From an optimization exercise on the open Yosys and OpenROAD flow, aimed at small area and a short achievable clock period; shortcuts taken in it are not production practice.
At most, simulation tests tie the RTL to the original design; equivalence was not proved.
The flow treats the clock pin as an ideal source, which a real chip does not have.
Power is estimated from default activity; no workload was simulated.

Setup of old:
Design dsp_alu, start of the top module:
module dsp_alu
  (
   input             clk,
   input [2:0]       ctrl,
   input [31:0]      src_a, src_b,
   output [31:0]     result);
Size: roughly 200 flip-flops, ~100 I/O pins, about 0.039 sq mm of cells after synthesis.
export LEC_CHECK = 0
export ABC_AREA = 1
export CAP_MARGIN = 20
export CORE_MARGIN = 2
export CORE_UTILIZATION = 40
export CTS_CLUSTER_DIAMETER = 60
export CTS_CLUSTER_SIZE = 12
export SLEW_MARGIN = 20
export SYNTH_HIERARCHICAL = 1
create_clock -name core_clock -period 70.0 [get_ports {clk}]
standard.sh (not shown) runs the stock make flow with config.mk's settings and CLKGATE_MAP_FILE= SYNTH_SCRIPT=/design/flow/synth_recipe.tcl, a recipe that flattens the netlist after the stock synthesis.
==> flow/flow/run.sh <==
#!/bin/bash
# The standard layout, with the port buffers made from buf_2 cells, and an
# extra gate-sizing pass after clock tree synthesis (flow/post_cts.tcl).
set -euo pipefail
export POST_CTS_TCL="$PWD/flow/post_cts.tcl"
bash standard.sh finish "BUFFER_PORTS_ARGS=-buffer_cell sky130_fd_sc_hd__buf_2" > standard.log 2>&1
==> flow/flow/post_cts.tcl <==
# Upsize gates on the slowest register-to-register and port paths (no
# buffering or cloning), aiming for 44.5 ns of setup slack at the 70 ns
# clock, then legalize the placement again.
repair_timing -setup -setup_margin 44.5 -sequence "sizeup,swap" -skip_last_gasp -verbose
detailed_placement
check_placement -verbose
What new does differently from old at the input level:
==> flow/flow/run.sh <==
#!/bin/bash
# The standard layout, with the port buffers made from buf_2 cells, and the
# timing repair after clock tree synthesis and after global routing asked
# to upsize gates (no buffering or cloning) until 44.5 ns of setup slack
# at the 70 ns clock.
set -euo pipefail
bash standard.sh finish "BUFFER_PORTS_ARGS=-buffer_cell sky130_fd_sc_hd__buf_2" \
  SETUP_SLACK_MARGIN=44.5 SETUP_MOVE_SEQUENCE=sizeup,swap SKIP_LAST_GASP=1 > standard.log 2>&1
removed: flow/flow/post_cts.tcl
### Flow results
- new completed; timing, DRC and antenna clean
- Between old and new, the difference in number of placed instances with taps included is negligible.
- From old to new, boundary pin count did not move at all.
- Critical path depth for new: about 2.6% up relative to old
- When new is set beside old, its peak supply drop turns out to be about 8% larger.
- new against old; final area is up by a little under 10%.
- Part of the power in registers (lower): new
- Compared to old, the router laid down more metal wire for new.
- Part of the total power dissipated in the clock network, old and new: smaller value in new
- Max freq old -> new: degraded
- Total power: new vs old up about 8%
- | clock-cell share of area | old vs new | ≈ equal |

========
## rev 12
The RTL this note starts from:
==> flow/design.v <==
module mdrow #(parameter W = 32, parameter LAST = 0)
  (
   input [W-1:0]  r,
   input [W-1:0]  x,
   input          ci,
   input          m,
   input          dv,
   output [W-1:0] ro,
   output         q);
   reg [W-1:0] g, t, c;
   reg         co;
   integer     l, i;
   always @(*) begin
      g = r & x;
      t = r | x;
      g[0] = g[0] | (t[0] & ci);
      for (l = 0; (1 << l) < W; l = l + 1)
        for (i = (2 << l) - 1; i < W; i = i + (2 << l)) begin
           g[i] = g[i] | (t[i] & g[i - (1 << l)]);
           t[i] = t[i] & t[i - (1 << l)];
        end
      for (l = 8; l >= 0; l = l - 1)
        if ((2 << l) < W)
          for (i = 3 * (1 << l) - 1; i < W; i = i + (2 << l)) begin
             g[i] = g[i] | (t[i] & g[i - (1 << l)]);
             t[i] = t[i] & t[i - (1 << l)];
          end
      c[0] = ci;
      for (i = 1; i < W; i = i + 1)
        c[i] = g[i-1];
      co = g[W-1];
   end
   wire sel = LAST ? m : m & (co | ~dv);
   assign q  = co & m;
   assign ro = r ^ ({W{sel}} & (x ^ c));
endmodule
module dsp_alu
  (
   input             clk,
   input [2:0]       ctrl,
   input [31:0]      src_a, src_b,
   output [31:0]     result);
   localparam K1 = 21, K2 = 5;
   wire [31:0] a = src_a, b = src_b;
   wire op_and = ctrl == 3'd0;
   wire op_or  = ctrl == 3'd1;
   wire op_mul = ctrl == 3'd3;
   wire op_div = ctrl == 3'd4;
   wire op_sub = ctrl == 3'd6;
   wire op_slt = ctrl == 3'd7;
   wire op_add = ctrl == 3'd2 || ctrl == 3'd5;
   wire [31:0] x0 = op_mul ? a : op_add ? b : op_slt ? ~a : ~b;
   wire [31:0] r0 = (op_div | op_add | op_sub) ? a :
                    op_slt ? b : op_and ? (a & b) : op_or ? (a | b) : 32'd0;
   reg [31:0] m0;
   integer    k;
   always @(*) begin
      m0[0] = op_div | op_mul & b[0] | op_add | op_sub | op_slt;
      for (k = 1; k < 32; k = k + 1)
        m0[k] = op_div ? ~|(b >> (32 - k)) : op_mul & b[k];
   end
   wire [31:0] rv [0:32];
   wire [31:0] xv [0:32];
   wire [31:0] mq [0:32];
   wire        dv [0:32];
   wire        sb [0:32];
   wire        qs [0:32];
   assign rv[32] = r0;
   assign xv[32] = x0;
   assign mq[32] = m0;
   assign dv[32] = op_div;
   assign sb[32] = op_sub;
   assign qs[32] = op_div | op_slt;
   genvar j;
   generate
      for (j = 31; j >= 0; j = j - 1) begin : row
         wire [31:0] ri, xi, mi;
         wire        di, si, qi;
         if (j == K1 - 1 || j == K2 - 1) begin : cut
            reg [31:0] r_q, x_q, m_q;
            reg        d_q, s_q, qs_q;
            always @(posedge clk) begin
               r_q <= rv[j+1]; x_q <= xv[j+1]; m_q <= mq[j+1];
               d_q <= dv[j+1]; s_q <= sb[j+1]; qs_q <= qs[j+1];
            end
            assign ri = r_q; assign xi = x_q; assign mi = m_q;
            assign di = d_q; assign si = s_q; assign qi = qs_q;
         end else begin : nocut
            assign ri = rv[j+1]; assign xi = xv[j+1]; assign mi = mq[j+1];
            assign di = dv[j+1]; assign si = sb[j+1]; assign qi = qs[j+1];
         end
         wire [31-j:0] ro;
         wire          q;
         mdrow #(.W(32 - j), .LAST(j == 0)) u_row
           (.r(ri[31:j]), .x(xi[31-j:0]), .ci(di | (j == 0 ? si : 1'b0)),
            .m(mi[j]), .dv(di), .ro(ro), .q(q));
         if (j == 0) begin : lsb
            assign rv[j] = ro;
         end else begin : rest
            assign rv[j] = {ro, ri[j-1:0]};
         end
         assign mq[j] = (mi & ~(32'd1 << j)) | ({31'd0, q} << j);
         assign xv[j] = xi;
         assign dv[j] = di;
         assign sb[j] = si;
         assign qs[j] = qi;
      end
   endgenerate
   generate
      if (K2 == 0) begin : outreg
         reg [31:0] res_q;
         always @(posedge clk) res_q <= qs[0] ? mq[0] : rv[0];
         assign result = res_q;
      end else begin : outcomb
         assign result = qs[0] ? mq[0] : rv[0];
      end
   endgenerate
endmodule
export LEC_CHECK = 0
export ABC_AREA = 1
export CAP_MARGIN = 20
export CORE_MARGIN = 2
export CORE_UTILIZATION = 40
export CTS_CLUSTER_DIAMETER = 60
export CTS_CLUSTER_SIZE = 12
export SLEW_MARGIN = 20
export SYNTH_HIERARCHICAL = 1
create_clock -name core_clock -period 70.0 [get_ports {clk}]
run.sh (not shown) runs the stock make flow with config.mk's settings and CLKGATE_MAP_FILE= SYNTH_SCRIPT=/design/flow/synth_recipe.tcl, a recipe that flattens the netlist after the stock synthesis.
Stock flow here: none of the scripts above is used.
Rev 12 | status: complete | timing, DRC, antenna: pass
The inputs of rev 13 differ from those of rev 12 as listed below.
==> flow/flow/run.sh (new file) <==
#!/bin/bash
# Standard layout, with the timing repair steps asked to leave a setup
# margin so that they also work on paths that already meet the clock.
set -euo pipefail
bash standard.sh finish SETUP_SLACK_MARGIN=44 > standard.log 2>&1
==> flow/standard.sh (new file) <==
#!/bin/bash
# synth_recipe.tcl (not shown) runs the flow's synth.tcl, then flattens the netlist and writes it again
# the make line also repeats each setting of config.mk as NAME=value (left out here)
make -C /OpenROAD-flow-scripts/flow DESIGN_CONFIG=/design/flow/config.mk WORK_HOME=/design/flow/orfs CLKGATE_MAP_FILE= SYNTH_SCRIPT=/design/flow/synth_recipe.tcl "${@:-finish}"
removed: flow/run.sh
==> comparison <==
Summary of rev 13 over rev 12: first-pass iteration count of the detailed router now sits lower; power density over the cells has decreased; clock power share fell 0.3 points; wire length on met1 saw an increase; utilization saw an increase. Compared with rev 12, rev 13 shows a higher cell count of the worst reg-to-reg path.
No run of this note included a check of the RTL's function; only the layout flow was run.

port drivers added, routing unchanged:
How much do the figures lean on ideal ports? The routed layouts below were timed once more, with nothing changed but the port constraints.
Step 1 (the two cells are an assumption about what drives the block):
set clk [get_ports {clk}]
set_driving_cell -lib_cell sky130_fd_sc_hd__clkbuf_16 $clk
set_driving_cell -lib_cell sky130_fd_sc_hd__buf_2 [delete_from_list [all_inputs] $clk]
Step 2 times the ports against the registers' clock, not the clock port: input delays grow and output delays shrink by t, the midpoint of the rising clock arrivals with the driver on.
a / b / c = ideal / step 1 / step 2; a / b = the first two.
run	shift t [ns]	setup WS [ns]	worst setup path at the end	worst register clock-pin slew, ns	pins driven straight from the clock port
old	0.552	44.287 / 44.288 / 43.736	input to register	0.09 / 0.09	1
new	0.552	43.899 / 43.877 / 43.326	input to register	0.09 / 0.09	1
rev 12	0.554	41.755 / 41.755 / 41.755	register to register	0.11 / 0.11	1
rev 13	0.562	44.746 / 44.679 / 44.605	input to register	0.10 / 0.10	1
After both steps setup and hold are still met in every run listed. For new, which loses most, drivers alone change the setup slack by -0.022 ns; drivers and shift together by -0.573 ns.
